This design comes from an exercise in tuning for small area and a short achievable clock period on the open sky130 flow, not from production work.
Function was not checked in any run shown here: the RTL went through the layout flow alone.

## flow/design.v (module list and top-level ports; edited modules follow where they fit)
// module top_module: 1381 lines
// module pid_fa: 4 lines
// module pid_ha: 4 lines
// module pid_hao: 4 lines
module top_module(
    input [11:0] angleIn,
    input [11:0] setPoint,
    input [7:0] kp,
    input [7:0] ki,
    input [7:0] kd,
    input clk,
    input rst,
    output signed [8:0] dutyCycleOut
    );
  // ...
==> flow/flow/run.sh <==
#!/bin/bash
# The standard layout (standard.sh, unchanged synthesis), with:
#  - timing repair aimed past the clock period: SETUP_SLACK_MARGIN from
#    flow/margin.txt, repair limited to sizing moves (the SDC is unchanged);
#  - plain buffers (buf_1, resized as needed) on the ports instead of delay cells;
#  - sizing not restricted to the same cell footprint.
set -euo pipefail
MARGIN=$(cat flow/margin.txt)
bash standard.sh SETUP_SLACK_MARGIN=$MARGIN \
  BUFFER_PORTS_ARGS="-buffer_cell sky130_fd_sc_hd__buf_1" MATCH_CELL_FOOTPRINT=0 \
  SETUP_MOVE_SEQUENCE=unbuffer,sizeup,swap finish > standard_make.log 2>&1
==> flow/flow/margin.txt <==
11.4
==> flow/standard.sh <==
#!/bin/bash
# synth_recipe.tcl (not shown) runs the flow's synth.tcl, then flattens the netlist and writes it again
# the make line also repeats each setting of config.mk as NAME=value (left out here)
make -C /OpenROAD-flow-scripts/flow DESIGN_CONFIG=/design/flow/config.mk WORK_HOME=/design/flow/orfs CLKGATE_MAP_FILE= SYNTH_SCRIPT=/design/flow/synth_recipe.tcl "${@:-finish}"
==> flow/config.mk <==
export PLATFORM = sky130hd
export DESIGN_NAME = top_module
export DESIGN_NICKNAME = top_module
export VERILOG_FILES = /design/flow/design.v
export SDC_FILE = /design/flow/constraint.sdc
export NUM_CORES = 4
export LEC_CHECK = 0
export CAP_MARGIN = 20
export CORE_MARGIN = 2
export CORE_UTILIZATION = 60
export CTS_BUF_LIST = sky130_fd_sc_hd__clkbuf_8
export SLEW_MARGIN = 20
export SYNTH_HIERARCHICAL = 1
==> flow/constraint.sdc <==
create_clock -name core_clock -period 16.0 [get_ports {clk}]
set_input_delay 3.2000 -clock core_clock [delete_from_list [all_inputs] [get_ports {clk}]]
set_output_delay 3.2000 -clock core_clock [all_outputs]
set_load 0.01 [all_outputs]
==> notes.md, run 1 <==
Status:
- The flow ran to the end and the layout has no timing, DRC or antenna violations.

STA:
- Measured against its own limit, the worst slew margin works out to around 65%.
- The final count of hold timing violations was 0.
- The final clock skew is 0.0185 ns.

Yosys:
- The net count after synthesis is around 1700.
- The Yosys step of the flow raised 7 warnings.
- After Yosys synthesis, full adders, half adders and majority gates account for 56.7% of the synthesized area.

Cells and area:
- Multi-input gates account for 77.9% of the area.
- In the final layout, non-clock buffers account for under 10% of the cell area.
- In the final layout, the registers with the most flip-flops are in_r x21, e_r x13, pen_r x13.
- The number of buffers outside the clock class in the layout is 64.
- The finished layout holds 1508 standard cells, fillers aside.
- The share of cell area taken by flip-flops and latches is 13.5%.
- Compared with the post-synthesis result, the final layout area differs by 9.42%.
- Leaving out fill and tap cells, the most frequent cell in the layout is sky130_fd_sc_hd__nand2_1.

Floorplan:
- The die area is between 20000 and 25000 sq um.

Worst setup path:
- The worst endpoint required time is 16.33 ns.
- STA classifies the critical path startpoint as a flop.
- The slack of the worst reg-to-reg path is 10.94 ns.
- The number of cell instances on the worst register-to-register path is 14.

CTS:
- The worst-skew pair later-pin latency is 0.40 ns.

Hold path:
- The end point of the most critical hold path is pen_r[3].

Route:
- The final layout contains routed wiring with a total length of slightly above 30 mm.

Global routing:
- In the global route stage, met1 resource usage came out at 42.4%.
==> run 2: changes to the inputs <==
--- a/flow/design.v
+++ b/flow/design.v
@@ -832,16 +832,143 @@
     wire w811;
     wire w812;
     wire w813;
     wire w814;
     wire w815;
     wire w816;
     wire w817;
     wire w818;
+    wire w819;
+    wire w820;
+    wire w821;
+    wire w822;
+    wire w823;
+    wire w824;
+    wire w825;
+    wire w826;
+    wire w827;
+    wire w828;
+    wire w829;
+    wire w830;
+    wire w831;
+    wire w832;
+    wire w833;
+    wire w834;
+    wire w835;
+    wire w836;
+    wire w837;
+    wire w838;
+    wire w839;
+    wire w840;
+    wire w841;
+    wire w842;
+    wire w843;
+    wire w844;
+    wire w845;
+    wire w846;
+    wire w847;
+    wire w848;
+    wire w849;
+    wire w850;
+    wire w851;
+    wire w852;
+    wire w853;
+    wire w854;
+    wire w855;
+    wire w856;
+    wire w857;
+    wire w858;
+    wire w859;
+    wire w860;
+    wire w861;
+    wire w862;
+    wire w863;
+    wire w864;
+    wire w865;
+    wire w866;
+    wire w867;
+    wire w868;
+    wire w869;
+    wire w870;
+    wire w871;
+    wire w872;
+    wire w873;
+    wire w874;
+    wire w875;
+    wire w876;
+    wire w877;
+    wire w878;
+    wire w879;
+    wire w880;
+    wire w881;
+    wire w882;
+    wire w883;
+    wire w884;
+    wire w885;
+    wire w886;
+    wire w887;
+    wire w888;
+    wire w889;
+    wire w890;
+    wire w891;
+    wire w892;
+    wire w893;
+    wire w894;
+    wire w895;
+    wire w896;
+    wire w897;
+    wire w898;
+    wire w899;
+    wire w900;
+    wire w901;
+    wire w902;
+    wire w903;
+    wire w904;
+    wire w905;
+    wire w906;
+    wire w907;
+    wire w908;
+    wire w909;
+    wire w910;
+    wire w911;
+    wire w912;
+    wire w913;
+    wire w914;
+    wire w915;
+    wire w916;
+    wire w917;
+    wire w918;
+    wire w919;
+    wire w920;
+    wire w921;
+    wire w922;
+    wire w923;
+    wire w924;
+    wire w925;
+    wire w926;
+    wire w927;
+    wire w928;
+    wire w929;
+    wire w930;
+    wire w931;
+    wire w932;
+    wire w933;
+    wire w934;
+    wire w935;
+    wire w936;
+    wire w937;
+    wire w938;
+    wire w939;
+    wire w940;
+    wire w941;
+    wire w942;
+    wire w943;
+    wire w944;
+    wire w945;
     wire [22:0] sca = {1'b0, w392, w433, w431, w428, w426, w424, w422, w420, w418, w416, w414, w412, w410, w408, w406, w404, w402, w400, w398, w396, w394, w351};
     wire [22:0] scb = {1'b1, w434, w432, w430, w429, w427, w425, w423, w421, w419, w417, w415, w413, w411, w409, w407, w405, w403, w401, w399, w397, w395, w393};
     assign w1 = ~(in_r[5] ^ ~kd_r[5]);
     assign w2 = in_r[5] | ~kd_r[5];
     pid_fa u_fa1 (.a(in_r[6]), .b(~kd_r[6]), .ci(~(e_r[6] & kpd_r[0])), .s(w3), .co(w4));
     pid_fa u_fa2 (.a(~(e_r[5] & kpd_r[1])), .b(~(e_r[4] & kpd_r[2])), .ci(~(e_r[3] & kpd_r[3])), .s(w5), .co(w6));
     pid_fa u_fa3 (.a(in_r[7]), .b(~kd_r[7]), .ci(~(e_r[7] & kpd_r[0])), .s(w7), .co(w8));
     pid_fa u_fa4 (.a(~(e_r[6] & kpd_r[1])), .b(~(e_r[5] & kpd_r[2])), .ci(~(e_r[4] & kpd_r[3])), .s(w9), .co(w10));
@@ -1267,38 +1394,60 @@
     assign w711 = w690 ^ w710;
     assign w712 = w691 | (w690 & w689);
     assign w713 = w690 & w688;
     assign w714 = w712 | (w713 & w704);
     assign w715 = w713 & w705;
     assign w716 = w714 | (w715 & w700);
     assign w717 = sca[0] ^ scb[0];
     assign w718 = sca[0] | scb[0];
-    pid_ha u_ha3 (.a(sca[1]), .b(scb[1]), .s(w719), .co(w720));
-    pid_ha u_ha4 (.a(sca[2]), .b(scb[2]), .s(w721), .co(w722));
-    pid_ha u_ha5 (.a(sca[3]), .b(scb[3]), .s(w723), .co(w724));
-    pid_ha u_ha6 (.a(sca[4]), .b(scb[4]), .s(w725), .co(w726));
-    pid_ha u_ha7 (.a(sca[5]), .b(scb[5]), .s(w727), .co(w728));
-    pid_ha u_ha8 (.a(sca[6]), .b(scb[6]), .s(w729), .co(w730));
-    pid_ha u_ha9 (.a(sca[7]), .b(scb[7]), .s(w731), .co(w732));
-    pid_ha u_ha10 (.a(sca[8]), .b(scb[8]), .s(w733), .co(w734));
-    pid_ha u_ha11 (.a(sca[9]), .b(scb[9]), .s(w735), .co(w736));
-    pid_ha u_ha12 (.a(sca[10]), .b(scb[10]), .s(w737), .co(w738));
-    pid_ha u_ha13 (.a(sca[11]), .b(scb[11]), .s(w739), .co(w740));
-    pid_ha u_ha14 (.a(sca[12]), .b(scb[12]), .s(w741), .co(w742));
-    pid_ha u_ha15 (.a(sca[13]), .b(scb[13]), .s(w743), .co(w744));
-    pid_ha u_ha16 (.a(sca[14]), .b(scb[14]), .s(w745), .co(w746));
-    pid_ha u_ha17 (.a(sca[15]), .b(scb[15]), .s(w747), .co(w748));
-    pid_ha u_ha18 (.a(sca[16]), .b(scb[16]), .s(w749), .co(w750));
-    pid_ha u_ha19 (.a(sca[17]), .b(scb[17]), .s(w751), .co(w752));
-    pid_ha u_ha20 (.a(sca[18]), .b(scb[18]), .s(w753), .co(w754));
-    pid_ha u_ha21 (.a(sca[19]), .b(scb[19]), .s(w755), .co(w756));
-    pid_ha u_ha22 (.a(sca[20]), .b(scb[20]), .s(w757), .co(w758));
-    pid_ha u_ha23 (.a(sca[21]), .b(scb[21]), .s(w759), .co(w760));
-    pid_ha u_ha24 (.a(sca[22]), .b(scb[22]), .s(w761), .co(w762));
+    assign w719 = sca[1] ^ scb[1];
+    assign w720 = sca[1] & scb[1];
+    assign w721 = sca[2] ^ scb[2];
+    assign w722 = sca[2] & scb[2];
+    assign w723 = sca[3] ^ scb[3];
+    assign w724 = sca[3] & scb[3];
+    assign w725 = sca[4] ^ scb[4];
+    assign w726 = sca[4] & scb[4];
+    assign w727 = sca[5] ^ scb[5];
+    assign w728 = sca[5] & scb[5];
+    assign w729 = sca[6] ^ scb[6];
+    assign w730 = sca[6] & scb[6];
+    assign w731 = sca[7] ^ scb[7];
+    assign w732 = sca[7] & scb[7];
+    assign w733 = sca[8] ^ scb[8];
+    assign w734 = sca[8] & scb[8];
+    assign w735 = sca[9] ^ scb[9];
+    assign w736 = sca[9] & scb[9];
+    assign w737 = sca[10] ^ scb[10];
+    assign w738 = sca[10] & scb[10];
+    assign w739 = sca[11] ^ scb[11];
+    assign w740 = sca[11] & scb[11];
+    assign w741 = sca[12] ^ scb[12];
+    assign w742 = sca[12] & scb[12];
+    assign w743 = sca[13] ^ scb[13];
+    assign w744 = sca[13] & scb[13];
+    assign w745 = sca[14] ^ scb[14];
+    assign w746 = sca[14] & scb[14];
+    assign w747 = sca[15] ^ scb[15];
+    assign w748 = sca[15] & scb[15];
+    assign w749 = sca[16] ^ scb[16];
+    assign w750 = sca[16] & scb[16];
+    assign w751 = sca[17] ^ scb[17];
+    assign w752 = sca[17] & scb[17];
+    assign w753 = sca[18] ^ scb[18];
+    assign w754 = sca[18] & scb[18];
+    assign w755 = sca[19] ^ scb[19];
+    assign w756 = sca[19] & scb[19];
+    assign w757 = sca[20] ^ scb[20];
+    assign w758 = sca[20] & scb[20];
+    assign w759 = sca[21] ^ scb[21];
+    assign w760 = sca[21] & scb[21];
+    assign w761 = sca[22] ^ scb[22];
+    assign w762 = sca[22] & scb[22];
     assign w763 = w717 ^ 1'b1;
     assign w764 = w719 ^ w718;
     assign w766 = w720 | (w719 & w718);
     assign w765 = w721 ^ w766;
     assign w768 = w722 | (w721 & w766);
     assign w767 = w723 ^ w768;
     assign w770 = w724 | (w723 & w722);
     assign w771 = w723 & w721;
@@ -1345,24 +1494,151 @@
     assign w812 = w759 & w757;
     assign w813 = w811 | (w812 & w809);
     assign w814 = w812 & w810;
     assign w815 = w813 | (w814 & w804);
     assign w789 = w761 ^ w815;
     assign w816 = w734 | (w733 & w788);
     assign w817 = (w735 ^ w816) & (w737 ^ w736) & (w739 ^ w738) & (w741 ^ w740) & (w743 ^ w742) & (w745 ^ w744) & (w747 ^ w746) & (w749 ^ w748) & (w751 ^ w750) & (w753 ^ w752) & (w755 ^ w754) & (w757 ^ w756) & (w759 ^ w758) & (w761 ^ w760);
     assign w818 = ~w717 & (w719 ^ w718) & (w721 ^ w720) & (w723 ^ w722) & (w725 ^ w724) & (w727 ^ w726) & (w729 ^ w728) & (w731 ^ w730) & (w733 ^ w732);
+    assign w819 = ica[0] ^ icb[0];
+    assign w820 = ica[0] | icb[0];
+    assign w821 = ica[1] ^ icb[1];
+    assign w822 = ica[1] & icb[1];
+    assign w823 = ica[2] ^ icb[2];
+    assign w824 = ica[2] & icb[2];
+    assign w825 = ica[3] ^ icb[3];
+    assign w826 = ica[3] & icb[3];
+    assign w827 = ica[4] ^ icb[4];
+    assign w828 = ica[4] & icb[4];
+    assign w829 = ica[5] ^ icb[5];
+    assign w830 = ica[5] & icb[5];
+    assign w831 = ica[6] ^ icb[6];
+    assign w832 = ica[6] & icb[6];
+    assign w833 = ica[7] ^ icb[7];
+    assign w834 = ica[7] & icb[7];
+    assign w835 = ica[8] ^ icb[8];
+    assign w836 = ica[8] & icb[8];
+    assign w837 = ica[9] ^ icb[9];
+    assign w838 = ica[9] & icb[9];
+    assign w839 = ica[10] ^ icb[10];
+    assign w840 = ica[10] & icb[10];
+    assign w841 = ica[11] ^ icb[11];
+    assign w842 = ica[11] & icb[11];
+    assign w843 = ica[12] ^ icb[12];
+    assign w844 = ica[12] & icb[12];
+    assign w845 = ica[13] ^ icb[13];
+    assign w846 = ica[13] & icb[13];
+    assign w847 = ica[14] ^ icb[14];
+    assign w848 = ica[14] & icb[14];
+    assign w849 = ica[15] ^ icb[15];
+    assign w850 = ica[15] & icb[15];
+    assign w851 = ica[16] ^ icb[16];
+    assign w852 = ica[16] & icb[16];
+    assign w853 = ica[17] ^ icb[17];
+    assign w854 = ica[17] & icb[17];
+    assign w855 = ica[18] ^ icb[18];
+    assign w856 = ica[18] & icb[18];
+    assign w857 = ica[19] ^ icb[19];
+    assign w858 = ica[19] & icb[19];
+    assign w859 = ica[20] ^ icb[20];
+    assign w860 = ica[20] & icb[20];
+    assign w861 = w819 ^ 1'b1;
+    assign w862 = w821 ^ w820;
+    assign w863 = w822 | (w821 & w820);
+    assign w864 = w823 ^ w863;
+    assign w865 = w824 | (w823 & w863);
+    assign w866 = w825 ^ w865;
+    assign w867 = w826 | (w825 & w824);
+    assign w868 = w825 & w823;
+    assign w869 = w867 | (w868 & w863);
+    assign w870 = w827 ^ w869;
+    assign w871 = w828 | (w827 & w869);
+    assign w872 = w829 ^ w871;
+    assign w873 = w830 | (w829 & w828);
+    assign w874 = w829 & w827;
+    assign w875 = w873 | (w874 & w869);
+    assign w876 = w831 ^ w875;
+    assign w877 = w832 | (w831 & w873);
+    assign w878 = w831 & w874;
+    assign w879 = w877 | (w878 & w869);
+    assign w880 = w833 ^ w879;
+    assign w881 = w834 | (w833 & w832);
+    assign w882 = w833 & w831;
+    assign w883 = w881 | (w882 & w873);
+    assign w884 = w882 & w874;
+    assign w885 = w883 | (w884 & w869);
+    assign w886 = w835 ^ w885;
+    assign w887 = w836 | (w835 & w885);
+    assign w888 = w837 ^ w887;
+    assign w889 = w838 | (w837 & w836);
+    assign w890 = w837 & w835;
+    assign w891 = w889 | (w890 & w885);
+    assign w892 = w839 ^ w891;
+    assign w893 = w840 | (w839 & w889);
+    assign w894 = w839 & w890;
+    assign w895 = w893 | (w894 & w885);
+    assign w896 = w841 ^ w895;
+    assign w897 = w842 | (w841 & w840);
+    assign w898 = w841 & w839;
+    assign w899 = w897 | (w898 & w889);
+    assign w900 = w898 & w890;
+    assign w901 = w899 | (w900 & w885);
+    assign w902 = w843 ^ w901;
+    assign w903 = w844 | (w843 & w899);
+    assign w904 = w843 & w900;
+    assign w905 = w903 | (w904 & w885);
+    assign w906 = w845 ^ w905;
+    assign w907 = w846 | (w845 & w844);
+    assign w908 = w845 & w843;
+    assign w909 = w907 | (w908 & w899);
+    assign w910 = w908 & w900;
+    assign w911 = w909 | (w910 & w885);
+    assign w912 = w847 ^ w911;
+    assign w913 = w848 | (w847 & w907);
+    assign w914 = w847 & w908;
+    assign w915 = w913 | (w914 & w899);
+    assign w916 = w914 & w900;
+    assign w917 = w915 | (w916 & w885);
+    assign w918 = w849 ^ w917;
+    assign w919 = w850 | (w849 & w848);
+    assign w920 = w849 & w847;
+    assign w921 = w919 | (w920 & w907);
+    assign w922 = w920 & w908;
+    assign w923 = w921 | (w922 & w899);
+    assign w924 = w922 & w900;
+    assign w925 = w923 | (w924 & w885);
+    assign w926 = w851 ^ w925;
+    assign w927 = w852 | (w851 & w925);
+    assign w928 = w853 ^ w927;
+    assign w929 = w854 | (w853 & w852);
+    assign w930 = w853 & w851;
+    assign w931 = w929 | (w930 & w925);
+    assign w932 = w855 ^ w931;
+    assign w933 = w856 | (w855 & w929);
+    assign w934 = w855 & w930;
+    assign w935 = w933 | (w934 & w925);
+    assign w936 = w857 ^ w935;
+    assign w937 = w858 | (w857 & w856);
+    assign w938 = w857 & w855;
+    assign w939 = w937 | (w938 & w929);
+    assign w940 = w938 & w930;
+    assign w941 = w939 | (w940 & w925);
+    assign w942 = w859 ^ w941;
+    assign w943 = w860 | (w859 & w939);
+    assign w944 = w859 & w940;
+    assign w945 = w943 | (w944 & w925);
     wire in_range = w817;                       
     wire s_pos = w789;                          
     wire [8:0] y_lo = {w783, ~w779, ~w775, ~w773, ~w769, ~w767, ~w765, ~w764, ~w763 | w818};
     wire [12:0] e = {~w675, w670, w666, w662, w660, w654, w650, w646, w644, w640, w638, w636, w635};           
     wire [8:0] kpd = {w716, w711, w707, w703, w701, w697, w695, w693, w692};        
     wire [20:0] ica = {1'b0, (e_r[12] & ki_r[7]), w609, w607, w604, w603, w600, w598, w596, w594, w592, w590, w588, w586, w584, w582, w580, w578, w576, ~(e_r[0] & ki_r[1]), in_r[0]};
     wire [20:0] icb = {1'b1, w610, w608, w606, w605, w602, w601, w599, w597, w595, w593, w591, w589, w587, w585, w583, w581, w579, w577, w575, ~(e_r[0] & ki_r[0])};
-    wire [20:0] isum_n = ica + icb + 21'd1;    
+    wire [20:0] isum_n = {w942, w936, w932, w928, w926, w918, w912, w906, w902, w896, w892, w888, w886, w880, w876, w872, w870, w866, w864, w862, w861};    
     always @(posedge clk) begin
         rst_r <= rst;
         e_r <= e;
         pen_r <= rst_r ? 13'h1fff : ~e_r;    
         kpd_r <= kpd;
         kd_r <= kd;
         ki_r <= ki;
         if (rst_r) in_r <= ~21'd0;
==> run 2 against run 1 <==
Net effect:
- still clean on timing, DRC and antenna
- clock skew rose by 0.0076 ns
- critical path depth fell by 2
- cell count fell by 3.0%
- final area fell by 2.3%
- global-route usage fell by 0.80 points
- core utilization fell by 1.3 points
- highest routed layer unchanged
==> notes.md, run 2 <==
Status:
- The flow ran to the end and the layout has no timing, DRC or antenna violations.

CTS:
- The root buffer cell is sky130_fd_sc_hd__clkbuf_8.
- TritonCTS created 9 clock buffers.
- The number of setup buffers added after CTS is 0.
- The TritonCTS sink count is 84.
- The number of buffers on the longest clock path is 2.
- The worst-skew pair later-pin latency is 0.40 ns (about the same).
- The CTS tree is yes.
- The register clock-pin slew on the reported worst setup and hold paths is 0.12 ns.
- CTS built an H-tree with a depth of 3.

Worst setup path:
- The launch point of the worst reg-to-reg path is e_r[5].
- The capturing element type of the critical path is a flop.
- The slack of the worst reg-to-reg path came to 11.08 ns (+0.14 ns).
- The worst setup path is launched from a flop.
- The type of the setup path with the least slack is flop to flop.
- The critical path endpoint is pos_r.
- The data arrival time of the critical path is 5.25 ns.
- The worst endpoint required time is 16.33 ns (about the same).
- In this run the critical register-to-register path is captured at pos_r.
- Tracing the worst setup path back leads to its startpoint at e_r[5].
- Along the worst path, the maximum fanout reaches 18.
- The number of cell instances on the worst register-to-register path was 12 (-2).

STA:
- The max-slew violation count is 0.
- The total setup violations reported at the end of the flow is 0.
- The final clock skew is 0.0261 ns (+0.00757 ns).
- The summed negative setup slack over all endpoints is 0 ns.
- The final count of hold timing violations came to 0 (unchanged).
- The relative slew slack is 29.5% (-35 points).
- Setup repair after global routing could not meet its margin everywhere.
- The final critical path takes up a little under a third of the cycle.
- The worst path in the final design needs a cycle of 4.92 ns, including I/O delays and setup.
- The pin slew with the least headroom to its limit is 1.05 ns.
- The final-layout worst hold slack is 0.533 ns.
- For this run, the top clock speed supported by timing is around 0.20 GHz.
- The post-layout worst setup margin is approximately 11 ns.

Yosys:
- In this run the cell area of the synthesized design comes to about 12000 sq um.
- The synthesized netlist contains 50 unique library cells.
- The commonest cells after synthesis are sky130_fd_sc_hd__nand2_1, sky130_fd_sc_hd__fa_1, sky130_fd_sc_hd__inv_1, sky130_fd_sc_hd__dfxtp_1, sky130_fd_sc_hd__ha_1.
- Sequential cells were found to cover between 10% and 20% of the synthesized design area.
- The top cell type by total area after synthesis is sky130_fd_sc_hd__fa_1.
- By area the synthesized netlist is led by sky130_fd_sc_hd__fa_1, sky130_fd_sc_hd__dfxtp_1, sky130_fd_sc_hd__nand2_1, sky130_fd_sc_hd__ha_1, sky130_fd_sc_hd__inv_1.
- Averaged over all synthesized cells, the footprint is 10.3 sq um.
- The async set or reset register ratio after synthesis is 0%.
- The commonest register cell after synthesis is sky130_fd_sc_hd__dfxtp_1.
- The synthesized design contains 84 register bits.
- In this run, synthesis inferred 0 flip-flops with an integrated enable.
- After synthesis, the largest area contributor takes up about half of total cell area.
- The count of warnings emitted by yosys came to 7 (unchanged).
- The most common cell in the synthesized netlist is sky130_fd_sc_hd__nand2_1.
- The cell count after synthesis came out at 1181.
- The net count after synthesis was 1616 (-2.5%).

Global routing:
- The wire length of the first global-routing pass is between 40 and 50 mm.
- The met1 track demand over resource came to 37.9% (-4.4 points).
- Global routing used 29.4% of the available tracks across all layers.
- The global-route layer with the greatest usage is met2.
- Global routing used under 10% of the available met3 tracks.
- Entering global routing, the biggest net connects 21 pins.
- The fraction of met2 tracks used by global routing is 51.7%.
- The number of global-route vias before repair is 9215.
- The number of antenna violations at the first check in global routing is 0.
- Global routing finished with a remaining overflow of 0.

Hold path:
- The type of the most critical hold path is flop to flop.
- The worst hold path begins at e_r[12].

Floorplan:
- The effective utilization at floorplan is 60.6%.
- The core region area is 20100 sq um.
- The die extent in x is 146 microns.
- The number of placement rows is 52.
- The floorplan die height is 146 microns.
- 59 I/O pins were placed.
- The die area is 21400 sq um (-0.95%).

Route:
- The post-route antenna net violation count is 0.
- The routed wire length came to 29.1 mm (-4.4%).
- The average wire per standard cell is 19.9 microns.
- In this run, the number of DRC markers left after iteration 0 of detailed routing was 432.
- The detailed-route via count is 8329.
- After detailed routing, the number of remaining DRC violations is 0.
- The iteration count of the initial detailed-routing pass is 5.
- Using the TritonRoute via totals, the vias-per-cell ratio works out to 5.69.

Cells and area:
- After filler insertion, the fill cell instance count of the layout stands at 1642.
- in_r holds more flip-flops than any other register.
- The layout-stage area growth over the synthesis result is 7.93%.
- The number of antenna diodes is 0.
- The leading cell type in the layout, fill and taps excluded is sky130_fd_sc_hd__nand2_1.
- The library cells used most frequently in the layout, excluding fill and tap cells, are sky130_fd_sc_hd__nand2_1, sky130_fd_sc_hd__fa_1, sky130_fd_sc_hd__inv_1.
- The register with the most flip-flops in the layout has 21 of them.
- In the final layout, the registers with the most flip-flops are in_r x21, e_r x13, pen_r x13.
- The number of nets at the end of the flow is 1623.
- Of the cells placed in the final design, the portion with a size suffix greater than 1 is 12.2%.

Place:
- The congestion estimate from routability-driven global placement came to 0.897.
- The worst setup timing slack at the placement stage is roughly 11 ns.
- In this run the tool buffered the top-level ports with slightly below 60 buffer cells.
- The wire-length estimate of the detail-placed layout is 23.0 mm.

Job:
- The max-capacitance violation count is 0.
## run 2: cell types whose count changed after synthesis, moves of 5 or more
cell,before,now
sky130_fd_sc_hd__xor2_1,17,10
sky130_fd_sc_hd__ha_1,92,77
sky130_fd_sc_hd__nor2_1,30,23
sky130_fd_sc_hd__fa_1,291,308
sky130_fd_sc_hd__a21oi_1,33,14
sky130_fd_sc_hd__nand2b_1,7,19
sky130_fd_sc_hd__nand2_1,326,309
sky130_fd_sc_hd__o21ai_0,20,11
sky130_fd_sc_hd__o21ai_1,0,8
sky130_fd_sc_hd__inv_1,77,90
sky130_fd_sc_hd__o211ai_1,7,2
## run 2: what timing repair did
item	4_1_cts	5_1_grt
gates resized for setup	89	59
hold buffers	0	0
setup endpoints to repair	22	20
pin swaps	14	20
## run 2: per-module statistics from Yosys (local to each module, per instance)
module	area, sq um	copies in the design	flip-flops and latches
pid_fa	20.0	283	0
pid_ha	12.5	2	0
top_module	6480	1	84
## run 2: worst min path at each step
stage,endpoint,slack (ns),cells past startpoint
2_1_floorplan,pen_r[12],0.42,1
6_report,pen_r[12],0.53,1
3_5_place_dp,pen_r[2],0.62,2
4_1_cts,pen_r[12],0.53,1
3_3_place_gp,pen_r[1],0.61,2
5_1_grt,pen_r[12],0.55,1
## run 2: per-layer routing
metal	part of all wire [%]	up-vias	wire, microns
li1	-	3668	-
met3	4.4	52	1270
met4	3.0	0	861
met5	0	-	0
met2	52	242	15200
met1	40	4367	11700
## run 2: kinds of logic after synthesis
logic type	after synthesis	share of synthesized area (%)
XOR/XNOR	31	2.23
AND/OR/NAND/NOR	439	15.8
buffers and inverters	158	4.87
adder cells (fa/ha/maj)	385	58.6
AO/OA/AOI/OAI	84	4.72
flip-flops	84	13.8
## run 2: cell type report
class / count / area (sq um) / share of cell area, %
Tap cell: 270 / 338 / 2.57
Multi-Input combinational cell: 939 / 10200 / 77.3
Clock inverter: 7 / 66.3 / 0.505
Timing Repair Buffer: 63 / 307 / 2.33
Inverter: 91 / 349 / 2.66
Sequential cell: 84 / 1810 / 13.7
Clock buffer: 9 / 124 / 0.943
## run 2: critical path, cell delays in order (launching register included)
cell and delay (ns):
sky130_fd_sc_hd__dfxtp_4 0.55, sky130_fd_sc_hd__nand2_2 0.10, sky130_fd_sc_hd__fa_2 0.41, sky130_fd_sc_hd__fa_2 0.61, sky130_fd_sc_hd__fa_2 0.46, sky130_fd_sc_hd__fa_2 0.38, sky130_fd_sc_hd__fa_1 0.50, sky130_fd_sc_hd__fa_1 0.41
sky130_fd_sc_hd__ha_1 0.21, sky130_fd_sc_hd__fa_1 0.38, sky130_fd_sc_hd__a311o_1 0.30, sky130_fd_sc_hd__or3_1 0.36, sky130_fd_sc_hd__a211oi_1 0.19
## run 2: metrics by stage
step           std cells  cell area [sq um]  util, %
2_1_floorplan       1181              12300        -
3_3_place_gp        1447              12600     62.5
3_5_place_dp        1447              12600     62.5
4_1_cts             1463              13000     64.5
5_1_grt             1463              13100     65.4
6_report            1463              13100     65.4

==> port drivers added, routing unchanged <==
How much do the figures lean on ideal ports? The routed layouts below were timed once more, with nothing changed but the port constraints.
Step 1, drivers: a clkbuf_16 drives clk and a buf_2 each remaining input, both assumed.
Step 2 moves the port delays by t, midway between the first and last clock arrival at a register: inputs arrive t later, outputs are due t later. That takes back most of the time a late clock gives input paths.
Three values: ideal ports, drivers, drivers and shift; two values: the first two.
run | shift t [ns] | setup slack, ns | worst data-port slew with drivers (ns)
run 1 | 0.429 | 10.942 / 10.942 / 10.925 | 0.04
run 2 | 0.430 | 11.078 / 11.078 / 10.898 | 0.05
After both steps every run listed still meets setup and hold. For run 2, which loses most, drivers alone change the setup slack by 0.000 ns; drivers and shift together by -0.180 ns.
